Context: an optimization exercise on an open-source flow, tuned for small area, a short achievable clock period and few clock cycles per item. The choices shown serve that exercise and are no tape-out recipe. Only simulation tests tie the RTL to the original design; equivalence was not proved. No activity file was given, so power comes from the tool's default toggle rates.

$ cat flow/run.sh
#!/bin/bash
# synth_recipe.tcl (not shown) runs the flow's synth.tcl, then flattens the netlist and writes it again
# the make line also repeats each setting of config.mk as NAME=value (left out here)
make -C /OpenROAD-flow-scripts/flow DESIGN_CONFIG=/design/flow/config.mk WORK_HOME=/design/flow/orfs CLKGATE_MAP_FILE= SYNTH_SCRIPT=/design/flow/synth_recipe.tcl finish
$ cat flow/config.mk
export PLATFORM = sky130hd
export DESIGN_NAME = bike_mul
export DESIGN_NICKNAME = bike_mul
export VERILOG_FILES = /design/flow/design.v
export SDC_FILE = /design/flow/constraint.sdc
export NUM_CORES = 4
export LEC_CHECK = 0
export CAP_MARGIN = 20
export CORE_MARGIN = 2
export CORE_UTILIZATION = 40
export PLACE_DENSITY = 0.6
export SLEW_MARGIN = 20
$ cat flow/constraint.sdc
create_clock -name core_clock -period 8.0 [get_ports {clk}]
set_input_delay 1.6000 -clock core_clock [delete_from_list [all_inputs] [get_ports {clk}]]
set_output_delay 1.6000 -clock core_clock [all_outputs]
set_load 0.01 [all_outputs]
$ cat flow/design.v
`timescale 1ns / 1ps
module mul_ctrl
#(  parameter 					r = 10163,
	parameter					G_DAT_DEP = 159,
	parameter                   G_ADDR_W = 8,
    parameter                   G_DAT_W = 64,
    parameter                   H_ADDR_W = 7,
    parameter                   H_DAT_W = 14,
    parameter					H_DAT_DEP = 71)
(
	input						clk,
	input 						rst_b,
	input 						start,
	output reg 					done,
	output reg [G_ADDR_W-1:0]	g_addra,
	output reg 					g_wea,
	output reg [G_DAT_W-1:0]	g_douta,
	input      [G_DAT_W-1:0]	g_dina, 
	output reg [G_ADDR_W-1:0]	g_addrb,
	output reg 					g_web,
	output reg [G_DAT_W-1:0]	g_doutb,
	input      [G_DAT_W-1:0]	g_dinb,
	output reg [H_ADDR_W-1:0]	h_addra,
	output reg 					h_wea,
	output reg [H_DAT_W-1:0]	h_douta,
	input      [H_DAT_W-1:0]	h_dina, 
	output reg [G_ADDR_W-1:0]	f_addra,
	output reg 					f_wea,
	output reg [G_DAT_W-1:0]	f_douta,
	input      [G_DAT_W-1:0]	f_dina
    );
wire [H_DAT_W-1:0] h_dina_inv;
wire [5:0] offset, offset2;
wire [G_DAT_W-7:0] base;
reg [3:0] cnt;
reg h_flag;
reg [5:0] offset_reg,offset_reg2;
reg [2*G_DAT_W-1:0] rotate;
reg g_rd_done;
reg ld_done;
reg rot_done;
reg [1:0] f_wr_done;
parameter 		INIT = 3'd0,  
				READ_H = 3'd1,  
				READ_G = 3'd2,  
				LOAD = 3'd3,  
				ROTATE = 3'd4,
				ADD = 3'd5,
				WRITE_F = 3'd6;
reg    [2:0]   state, next_state;
always @ (posedge clk)
	  if (!rst_b)            
			state <= INIT;        
	  else                  
			state <= next_state; 
always @(*) begin
    case (state)
        INIT: 
            if (start)
                next_state = READ_H;
            else
                next_state = INIT;  
        READ_H:
        	if (cnt == 2)
                next_state = READ_G;  
            else 
            	next_state = READ_H;          
        READ_G:
        	if (g_rd_done)
        		next_state = LOAD;
        	else 
        		next_state = READ_G;	
        LOAD:	
        	if (ld_done)
        		next_state = ROTATE;
        	else 
        		next_state = LOAD;
        ROTATE:
        	if (rot_done)
        		next_state = ADD;
        	else 
        		next_state = ROTATE;
        ADD:
        	next_state = WRITE_F;
        WRITE_F:
        	if (done)
        		next_state = INIT;
        	else if (h_flag)
        		next_state = READ_H;	
        	else 
        		next_state = ROTATE;
        default:
            next_state = INIT;        
    endcase
end
always @(posedge clk) begin
	case (state)
		INIT: begin
			done <= 0;
			g_rd_done <= 0;
			ld_done <= 0;
			rot_done <= 0;
			f_wr_done <= 0;
			h_flag <= 0;
			cnt <= 0;
			offset_reg <= 0;
			offset_reg2 <= 0;
			rotate <= {2*G_DAT_W{1'b0}};
			g_addra <= 0;
			g_wea <= 0;
			g_douta <= {G_DAT_W{1'b0}};
			g_addrb <= 0;
			g_web <= 0;
			g_doutb <= {G_DAT_W{1'b0}};	
			h_addra <= 0;
			h_wea <= 0;
			h_douta <= {H_DAT_W{1'b0}};
			f_addra <= 0;
			f_wea <= 0;
			f_douta <= {G_DAT_W{1'b0}};
		end
		READ_H: begin
			done <= 0;
			g_rd_done <= 0;
			ld_done <= 0;
			rot_done <= 0;
			f_wr_done <= 0;
			h_flag <= 0;
			if (cnt != 2)
				cnt <= cnt + 1;
			else 
				cnt <= 0;	
			offset_reg <= offset_reg;
			offset_reg2 <= offset_reg2;
			rotate <= {2*G_DAT_W{1'b0}};
			g_addra <= 0;
			g_wea <= 0;
			g_douta <= {G_DAT_W{1'b0}};
			g_addrb <= 0;
			g_web <= 0;
			g_doutb <= {G_DAT_W{1'b0}};	
			h_addra <= h_addra;
			h_wea <= 0;
			h_douta <= {H_DAT_W{1'b0}};
			f_addra <= 0;
			f_wea <= 0;
			f_douta <= {G_DAT_W{1'b0}};			
		end
		READ_G: begin
			done <= 0;
			rot_done <= 0;
			f_wr_done <= 0;
			h_flag <= 0;
			if (!g_rd_done)
				cnt <= cnt + 1'd1;
			else 
				cnt <= 0;	
			offset_reg <= offset;
			offset_reg2 <= offset;
			rotate <= {2*G_DAT_W{1'b0}};
			if (base == G_DAT_DEP - 2 && cnt == 0 && offset_reg > 50) begin  
				g_addra <= base;
				g_addrb <= base + 1'd1;
				g_rd_done <= 0;
				ld_done <= 0;
			end
			else if (base == G_DAT_DEP - 2 && cnt == 1 && offset_reg > 50) begin  
				g_addra <= base + 1'd1;
				g_addrb <= 0;
				g_rd_done <= 1;
				ld_done <= 0;
			end
			else  if (cnt == 0) begin
				g_addra <= base;
				g_addrb <= base == G_DAT_DEP - 1 ? 0 : base + 1'd1;
				g_rd_done <= 0;
				ld_done <= 0;
			end
			else begin
				g_addra <= base;
				g_addrb <= base == G_DAT_DEP - 1 ? 0 : base + 1'd1;
				g_rd_done <= 1;
				ld_done <= 0;
			end
			g_wea <= 0;
			g_douta <= {G_DAT_W{1'b0}};
			g_web <= 0;
			g_doutb <= {G_DAT_W{1'b0}};	
			h_addra <= h_addra;
			h_wea <= 0;
			h_douta <= {H_DAT_W{1'b0}};
			f_addra <= 0;
			f_wea <= 0;
			f_douta <= {G_DAT_W{1'b0}};			
		end
		LOAD: begin
			done <= 0;
			g_rd_done <= 0;
			rot_done <= 0;
			f_wr_done <= 0;
			h_flag <= 0;
			if (ld_done)
				offset_reg <= g_addra == 0 ? offset2 : offset;
			else 
				offset_reg <= offset_reg;	
			offset_reg2 <= offset_reg2;
			if (ld_done)
				cnt <= 0;
			else 
				cnt <= cnt + 1'b1;	
			if (base == G_DAT_DEP - 2 && cnt == 0 && offset_reg > 50) begin
				rotate <= {g_dina,g_dinb[G_DAT_W-1:G_DAT_W-51],13'd0};
				ld_done <= 1;
			end
			else if (base == G_DAT_DEP - 2 && cnt == 1 && offset_reg > 50) begin
				rotate <= {rotate[2*G_DAT_W-1:2*G_DAT_W-115],g_dinb[G_DAT_W-1:G_DAT_W-13]};
				ld_done <= 0;	
			end	
			else if (base == G_DAT_DEP - 1) begin
				rotate <= {g_dina[G_DAT_W-1:G_DAT_W-51],g_dinb,13'b0};
				ld_done <= 1;
			end
			else begin
				rotate <= {g_dina,g_dinb};
				ld_done <= 1;
			end
			if (cnt == 0) begin
				h_addra <= h_addra;	
				g_addra <= g_addra != G_DAT_DEP - 1 ? g_addra + 1'd1 : 0;
				g_addrb <= g_addrb != G_DAT_DEP - 1 ? g_addrb + 1'd1 : 0;
			end
			else begin
				h_addra <= h_addra;
				g_addra <= g_addra;
				g_addrb <= g_addrb;
			end
			g_wea <= 0;
			g_douta <= {G_DAT_W{1'b0}};
			g_web <= 0;
			g_doutb <= {G_DAT_W{1'b0}};	
			h_wea <= 0;
			h_douta <= {H_DAT_W{1'b0}};
			f_addra <= 0;
			f_wea <= 0;
			f_douta <= {G_DAT_W{1'b0}};
		end
		ROTATE: begin
			done <= 0;
			g_rd_done <= 0;
			ld_done <= 0;
			f_wr_done <= 0;
			h_flag <= h_flag;
			if (cnt == 5)
				cnt <= 0;
			else	
				cnt <= cnt + 1;
			if (cnt == 4)
				rot_done <= 1;
			else 
				rot_done <= 0;	
			if (cnt == 0 && offset_reg2[0])
				rotate <= {rotate[2*G_DAT_W-2:0],1'b0};
			else if (cnt == 1 && offset_reg2[1])
				rotate <= {rotate[2*G_DAT_W-3:0],2'b0};
			else if (cnt == 2 && offset_reg2[2])
				rotate <= {rotate[2*G_DAT_W-5:0],4'b0};
			else if (cnt == 3 && offset_reg2[3])
				rotate <= {rotate[2*G_DAT_W-9:0],8'b0};
			else if (cnt == 4 && offset_reg2[4])
				rotate <= {rotate[2*G_DAT_W-17:0],16'b0};
			else if (cnt == 5 && offset_reg2[5])
				rotate <= {rotate[2*G_DAT_W-33:0],32'b0};
			else 
				rotate <= rotate;	
			g_wea <= 0;
			g_douta <= {G_DAT_W{1'b0}};			
			g_web <= 0;
			g_doutb <= {G_DAT_W{1'b0}};	
			if (cnt == 2 && h_flag) begin  
				h_addra <= h_addra;
				g_addra <= base;
				g_addrb <= base + 1'd1 == G_DAT_DEP ? 0 : base + 1'd1;
				offset_reg <= offset; 
				offset_reg2 <= offset_reg2;
			end
			else if (cnt == 3 && base == G_DAT_DEP - 2 && offset_reg > 50 && h_flag) begin  
				h_addra <= h_addra;
				g_addra <= base + 1'b1;
				g_addrb <= 0;
				offset_reg <= offset_reg;
				offset_reg2 <= offset_reg2;
			end
			else if (cnt == 3 && g_addra == G_DAT_DEP - 2 && offset_reg > 50) begin  
				h_addra <= h_addra;
				g_addra <= G_DAT_DEP - 1;
				g_addrb <= 0;
				offset_reg <= offset_reg;
				offset_reg2 <= offset_reg2;
			end
			else begin
				h_addra <= h_addra;
				g_addra <= g_addra;
				g_addrb <= g_addrb;
				offset_reg <= offset_reg;
				offset_reg2 <= offset_reg2;
			end
			h_wea <= 0;
			h_douta <= {H_DAT_W{1'b0}};
			f_addra <= f_addra;
			f_wea <= 0;
			f_douta <= {G_DAT_W{1'b0}};	
		end
		ADD: begin
			if (h_addra == H_DAT_DEP-1'b1 && f_addra == G_DAT_DEP-1'b1) 
				done <= 1;
			else
				done <= 0;	
			g_rd_done <= 0;
			ld_done <= 0;
			rot_done <= 0;
			f_wr_done <= 0;	
			offset_reg <= offset_reg;
			offset_reg2 <= offset_reg2;
			cnt <= 0;
			if (g_addra == G_DAT_DEP-1 && offset_reg > 50)  
				rotate <= {g_dina,g_dinb[G_DAT_W-1:G_DAT_W-51],13'd0};
			else if (g_addra == G_DAT_DEP-1 && (offset_reg < 50 || offset_reg == 50))
				rotate <= {g_dina[G_DAT_W-1:G_DAT_W-51],g_dinb,13'd0};
			else 	
				rotate <= {g_dina,g_dinb};	
			g_addra <= g_addra;
			g_wea <= 0;
			g_douta <= {G_DAT_W{1'b0}};
			g_addrb <= g_addrb;
			g_web <= 0;
			g_doutb <= {G_DAT_W{1'b0}};	
			h_wea <= 0;
			h_douta <= {H_DAT_W{1'b0}};
			if (f_addra == G_DAT_DEP-1) begin
				h_addra <= h_addra + 1;
				h_flag <= 1;  
			end				
			else begin
				h_addra <= h_addra;	
				h_flag <= 0;
			end
			f_addra <= f_addra;
			f_wea <= 1;
			f_douta <= f_addra != G_DAT_DEP-1 ? f_dina ^ rotate[2*G_DAT_W-1:2*G_DAT_W-G_DAT_W] : {f_dina[G_DAT_W-1:G_DAT_W-51] ^ rotate[2*G_DAT_W-1:2*G_DAT_W-51],13'b0};
		end
		WRITE_F: begin	
			done <= 0;	
			g_rd_done <= 0;
			ld_done <= 0;
			rot_done <= 0;
			f_wr_done <= 0;
			if (g_addra == G_DAT_DEP-1) begin
				offset_reg <= offset2;	
				offset_reg2 <= offset_reg;			
			end
			else begin
				offset_reg <= offset_reg;
				offset_reg2 <= offset_reg;
			end	
			cnt <= 0;			
			if (g_addra == G_DAT_DEP-1 && offset_reg > 50) 
				rotate <= {rotate[2*G_DAT_W-1:2*G_DAT_W-115],g_dinb[G_DAT_W-1:G_DAT_W-13]};
			else 
				rotate <= rotate;	
			g_addra <= g_addra != G_DAT_DEP - 1 ? g_addra + 1'd1 : 0;
			g_wea <= 0;
			g_douta <= {G_DAT_W{1'b0}};
			g_addrb <= g_addrb != G_DAT_DEP - 1 ? g_addrb + 1'd1 : 0;
			g_web <= 0;
			g_doutb <= {G_DAT_W{1'b0}};	
			h_wea <= 0;
			h_addra <= h_addra;	
			h_douta <= {H_DAT_W{1'b0}};
			h_flag <= h_flag;
			if (f_addra != G_DAT_DEP-1)
				f_addra <= f_addra + 1'b1;
			else 
				f_addra <= 0;	
			f_wea <= 0;
			f_douta <= {G_DAT_W{1'b0}};	
		end
	endcase
end
assign h_dina_inv = h_dina == 0 ? 0 : r - h_dina;
assign base = h_dina_inv[H_DAT_W-1:6];
assign offset = h_dina_inv[5:0];
assign offset2 = offset > 50 ? offset-51 : offset+13; 
endmodule
`timescale 1ns / 1ps
module bike_mul
#(  parameter               G_ADDR_W = 8,
    parameter               G_DAT_W = 64,
    parameter               H_ADDR_W = 7,
    parameter               H_DAT_W = 14
    )
(
    input                   clk,
    input                   rst_b,
    input                   start,
    output reg              done,
    output reg [G_ADDR_W-1:0] g_addra,
    input      [G_DAT_W-1:0]  g_douta,
    output reg [G_ADDR_W-1:0] g_addrb,
    input      [G_DAT_W-1:0]  g_doutb,
    output reg [H_ADDR_W-1:0] h_addra,
    input      [H_DAT_W-1:0]  h_douta,
    output reg                f_wea,
    output reg [G_ADDR_W-1:0] f_addra,
    output reg [G_DAT_W-1:0]  f_dina,
    input      [G_DAT_W-1:0]  f_douta
    );
wire                    mul_done;
wire                    mul_g_wea, mul_g_web;
wire [G_ADDR_W-1:0]     mul_g_addra, mul_g_addrb;
wire [G_DAT_W-1:0]      mul_g_douta, mul_g_doutb;
wire                    mul_h_wea;
wire [H_ADDR_W-1:0]     mul_h_addra;
wire [H_DAT_W-1:0]      mul_h_douta;
wire                    mul_f_wea;
wire [G_ADDR_W-1:0]     mul_f_addra;
wire [G_DAT_W-1:0]      mul_f_douta;
mul_ctrl mul0_ctrl (
    .clk                    (clk),
    .rst_b                  (rst_b),
    .start                  (start),
    .done                   (mul_done),
    .g_addra                (mul_g_addra),
    .g_wea                  (mul_g_wea),
    .g_douta                (mul_g_douta),
    .g_dina                 (g_douta),
    .g_addrb                (mul_g_addrb),
    .g_web                  (mul_g_web),
    .g_doutb                (mul_g_doutb),
    .g_dinb                 (g_doutb),
    .h_addra                (mul_h_addra),
    .h_wea                  (mul_h_wea),
    .h_douta                (mul_h_douta),
    .h_dina                 (h_douta),
    .f_addra                (mul_f_addra),
    .f_wea                  (mul_f_wea),
    .f_douta                (mul_f_douta),
    .f_dina                 (f_douta)
    );
always @(posedge clk) begin
    if (!rst_b) begin
        done    <= 1'b0;
        g_addra <= 0;
        g_addrb <= 0;
        h_addra <= 0;
        f_wea   <= 1'b0;
        f_addra <= 0;
        f_dina  <= 0;
    end
    else begin
        done    <= mul_done;
        g_addra <= mul_g_addra;
        g_addrb <= mul_g_addrb;
        h_addra <= mul_h_addra;
        f_wea   <= mul_f_wea;
        f_addra <= mul_f_addra;
        f_dina  <= mul_f_douta;
    end
end
endmodule
==> run summary <==
==> cell usage in the layout, fill, tap and decap left out, types with 38 or more instances in the layout <==
cell type / synthesis / layout
sky130_fd_sc_hd__o21ai_1: 82 / 82
sky130_fd_sc_hd__inv_1: 75 / 75
sky130_fd_sc_hd__mux2i_1: 73 / 73
sky130_fd_sc_hd__a211oi_1: 56 / 56
sky130_fd_sc_hd__o22ai_1: 153 / 153
sky130_fd_sc_hd__nand2_1: 107 / 103
sky130_fd_sc_hd__o21ai_0: 199 / 199
sky130_fd_sc_hd__clkdlybuf4s50_1: 0 / 304
sky130_fd_sc_hd__mux2_2: 46 / 46
sky130_fd_sc_hd__clkbuf_16: 0 / 43
sky130_fd_sc_hd__a21oi_1: 288 / 286
sky130_fd_sc_hd__o211ai_1: 50 / 50
sky130_fd_sc_hd__edfxtp_1: 245 / 245
sky130_fd_sc_hd__and2_1: 148 / 148
sky130_fd_sc_hd__nand3_1: 40 / 38
sky130_fd_sc_hd__dfxtp_1: 100 / 100
sky130_fd_sc_hd__nor2_1: 297 / 294
sky130_fd_sc_hd__xnor2_1: 84 / 84
==> report_power, final <==
group | internal, W | switching [W] | leakage, nW
Clock | 0.00108 | 0.000771 | 0.631
Combinational | 0.000217 | 0.000295 | 5.57
Sequential | 0.00191 | 0.0000232 | 3.80
==> stage by stage <==
stage	util, %	instances	hold slack (ns)	power [W]
after global routing	49.1	3498	0.455	0.00444
after CTS	49.0	3497	0.447	0.00432
final	49.1	3500	0.444	0.00430
after floorplan	-	2558	0.420	0.00224
after detailed placement	46.7	3423	0.434	0.00248
after global placement	46.7	3423	0.429	0.00247
==> how the worst min path moves through the flow <==
stage          slack, ns  depth (start not counted)          to             startpoint
6_report            0.44                          1  f_dina[34]  mul0_ctrl.f_douta[34]
3_5_place_dp        0.43                          1   f_dina[8]   mul0_ctrl.f_douta[8]
2_1_floorplan       0.42                          1  f_dina[46]  mul0_ctrl.f_douta[46]
3_3_place_gp        0.43                          1  f_dina[44]  mul0_ctrl.f_douta[44]
4_1_cts             0.45                          1  f_dina[10]  mul0_ctrl.f_douta[10]
5_1_grt             0.45                          1  f_dina[47]  mul0_ctrl.f_douta[47]
==> logic make-up (layout without fill, tap and decap cells) <==
kind of cell / Yosys count / count (layout) / share of synthesized area (%)
compound gates: 991 / 991 / 26.9
simple gates: 686 / 686 / 14.9
flops: 345 / 345 / 42.0
buf+inv: 295 / 486 / 5.41
mux: 119 / 119 / 5.60
xor+xnor: 101 / 101 / 4.00
fa+ha+maj: 21 / 21 / 1.18
other cells: 0 / 3 / 0
==> cell usage after synthesis (all sizes together), types with 3 or more instances <==
master | n | area share [%]
xnor2 | 85 | 3.4
ha | 21 | 1.2
nand3 | 42 | 0.99
o211ai | 52 | 1.8
and2 | 148 | 4.2
o22a | 19 | 0.75
a2bb2oi | 6 | 0.24
nor3 | 22 | 0.60
dfxtp | 100 | 9.0
o311ai | 16 | 0.63
a221oi | 31 | 1.2
a21o | 13 | 0.44
edfxtp | 245 | 33
xor2 | 16 | 0.63
mux2i | 73 | 3.3
clkbuf | 158 | 2.7
or2 | 4 | 0.11
a221o | 4 | 0.18
inv | 75 | 1.3
a31oi | 12 | 0.34
nand4 | 6 | 0.20
nor2 | 297 | 5.0
a21boi | 5 | 0.19
nand2 | 107 | 1.8
nor4b | 3 | 0.15
o22ai | 153 | 4.3
nor4bb | 4 | 0.18
nor4 | 10 | 0.28
o21ai | 281 | 6.3
a22oi | 12 | 0.40
o2111ai | 3 | 0.15
a21oi | 290 | 6.5
a211oi | 56 | 1.9
mux2 | 46 | 2.3
o31a | 4 | 0.16
nor2b | 6 | 0.17
or3 | 5 | 0.19
buf | 61 | 1.5
o31ai | 4 | 0.13
nand4b | 4 | 0.19
a22o | 13 | 0.51
a211o | 5 | 0.20
and3 | 18 | 0.51
==> final cells by class <==
class	instances	share of cell area (%)
inverters	76	1.06
diodes	3	0.0278
multi-input cells	1918	43.9
flip-flops and latches	345	34.6
repair buffers	336	12.2
well taps	748	3.46
clock inverters	12	0.435
clock buffers	62	4.36
==> layer usage <==
metal  vias to the layer above  GRT usage, %  wire, um  share of wire (%)
li1                       9803             -         -                  -
met1                     10300          39.8     35900                 42
met2                      1336          44.1     37300                 44
met3                       191          4.93      8140                9.6
met4                         6          11.8      3770                4.4
met5                         -             0        35              0.041
==> run summary <==
For the number of hold-slack violations in the final timing report, the log shows 0. The first global-routing pass estimated 127 mm of wire. The tools report the clock latency at the later pin of the worst-skew pair as 0.57 ns.

Before CTS, the worst setup slack after placement is 1.44 ns. TritonCTS built the clock tree. The first detailed-routing pass ran for 6 iterations. For this design, the CTS-stage hold fixing added 0 buffers. The synthesized netlist contains 76 unique library cells. The run gives 8.31 ns as the required time of the critical path. The pin slew with the least headroom to its limit was 1.11 ns. Synthesis inferred 345 register bits. The register with the most flip-flops in the layout has 128 of them. Among all stages on the critical path, the largest delay is contributed by sky130_fd_sc_hd__nand3_2.

Detailed placement ended at an HPWL of 58.3 mm. The post-route clock period utilization came out at 76.1%. The number of buffers created by CTS was 41. The maximum fanout along the worst path is 36, and the time the worst path needs with I/O delays and setup is 6.09 ns. The worst min-delay path class was reg -> reg.

The die is 240 um tall. For this design the static power due to leakage is 10.0 nW. The detailed router placed 21.6k vias in this run.

The count of input and output buffers is 305, and the number of filler instances in the final layout is 5286. Yosys printed 2 warnings. Maximum single-stage delay on the critical path: 0.78 ns.

For this run, the leading register cell type out of synthesis is sky130_fd_sc_hd__edfxtp_1. The area of the core is 55100 um^2. The cell area that synthesis handed to floorplanning was 22300 um^2. Counting every sink on the clock net gives 345. In this run the cell area measured after placement is 25700 um^2. The synthesis-to-layout area growth came out at 21.3%. The worst setup path is of the in -> reg kind. The endpoint identified for the worst register-to-register timing path is mul0_ctrl.rotate[18]. Of the cells placed in the final design, the portion with a size suffix greater than 1 is 6.37%. The count of nets left with antenna violations once routing finished came out at 0.

Across the routed clock network, the largest skew measured is 0.0213 ns. Summing all multi-input logic gate instances after layout gives 11900 um^2. The largest delay contributor family on the critical path was simple AND/OR/NAND/NOR gates. The run gives 2948 as the final net count.

The run gives 26.2% as the headroom to the max-slew limit. At the end of routability-driven placement, the weighted congestion stood at 0.942. The pin count of the biggest net entering global routing was 114; the number of synthesized flops with an enable pin was 245.

The critical path depth in cells is 14, and the overall routed net length is 85.2 mm. For the worst flop-to-flop path, the logic depth is 7. For the total routing usage reported by global routing, the log shows 28.7%. The run finished with no timing, DRC or antenna violations.

The run gives 9360 um^2 as the total area of sequential cells. In the routed design, unresolved DRC markers number 0. The buffer depth of the longest clock path came out at 3. The post-synthesis cell count is 2558, and the average size of a mapped cell is 8.71 um^2.

Pin placement for this block handled 306 I/O pins. STA classifies the critical path startpoint as a primary input. The setup slack on the worst flop-to-flop path is 3.98 ns. Setup violations remaining at the end of the flow were counted as 0. The average wire length per cell after detail routing is 24.3 um. In this run the power density over the cells is 159 nW/um^2. Total setup buffers inserted after CTS: 0. Across the run, the number of max-cap violations was 0. The tools report the global route total overflow as 0. The worst register-to-register path begins at mul0_ctrl.cnt[0]. The signal on the critical path passes through clkdlybuf4s50_1, inv_1, ha_1, nor4bb_1, and4_1, a21oi_1, inv_1, ha_1, nand3_1, nor4bb_1, nand3_2, buf_4, a21oi_1, o211ai_1. Die boundary width: 240 um.

After clock tree synthesis, the clock-pin slew on the worst setup and hold paths is 0.06 ns. Counting flops per register, the top entry is mul0_ctrl.rotate. For the final non-filler cell area, the log shows 27000 um^2. Following the worst setup path forward leads to its endpoint at mul0_ctrl.rotate[56].

The critical path starts at h_douta[2]. For this block, the initial DRC count from the detailed router was 2992. After clock tree synthesis, the repair step resized 0 gates. The clock tree synthesis step divided the H-tree into 2 levels. The setup slack after layout came out at 1.91 ns. The number of buffers and inverters on the critical path works out to 4. The via-per-instance ratio works out to 6.19. The largest registers in the layout are mul0_ctrl.rotate: 128 flops, f_dina: 64 flops, mul0_ctrl.f_douta: 64 flops. Sequential cell area fraction in the yosys report: 42.0%.

The tools report the total die area as 57600 um^2. The element type at the critical path end was a flop. For the final routed database, the setup TNS stands at 0 ns. Setup repair after global routing left no endpoint under its margin. The logs give 0 for the max-slew violation count and 40.4% for the starting utilization of the core area. Based on the critical path, the design can be clocked at up to 0.164 GHz. When the netlist entered floorplanning its net count stood at 2788. At the worst endpoint, the arrival time is 6.40 ns. Across the VDD grid, the largest voltage drop is 0.000120 V.

Cell at the root of the clock tree: sky130_fd_sc_hd__clkbuf_16. Counting flops with an async set or reset pin after synthesis yields a share of 0%. Count of standard-cell rows: 86. The number of global-route vias before repair was 20.1k.

Number of antenna violations at the first check in global routing: 5.
Testbench counts, summed over its fixed seeds: cycles 1,635,858, mults 18.

[re-timing with driven ports]
In the flow no input, the clock included, has a driving cell. The finished layout below was timed again as built, in two steps. Step 1: set_driving_cell puts a clkbuf_16 on clk and a buf_2 on each other input, an assumption about the parent block. Step 2 times the ports against the registers' clock, not the clock port: input delays grow and output delays shrink by t, the midpoint of the rising clock arrivals with the driver on. a / b / c = ideal / step 1 / step 2; a / b = the first two.
t, ns: 0.617
slack for setup (ns): 1.913 / 1.949 / 1.332
hold slack, ns: 0.444 / 0.444 / 0.444
After both steps setup and hold are still met in this run. The setup slack of this run moves by +0.036 ns with the drivers and by -0.581 ns with both steps.
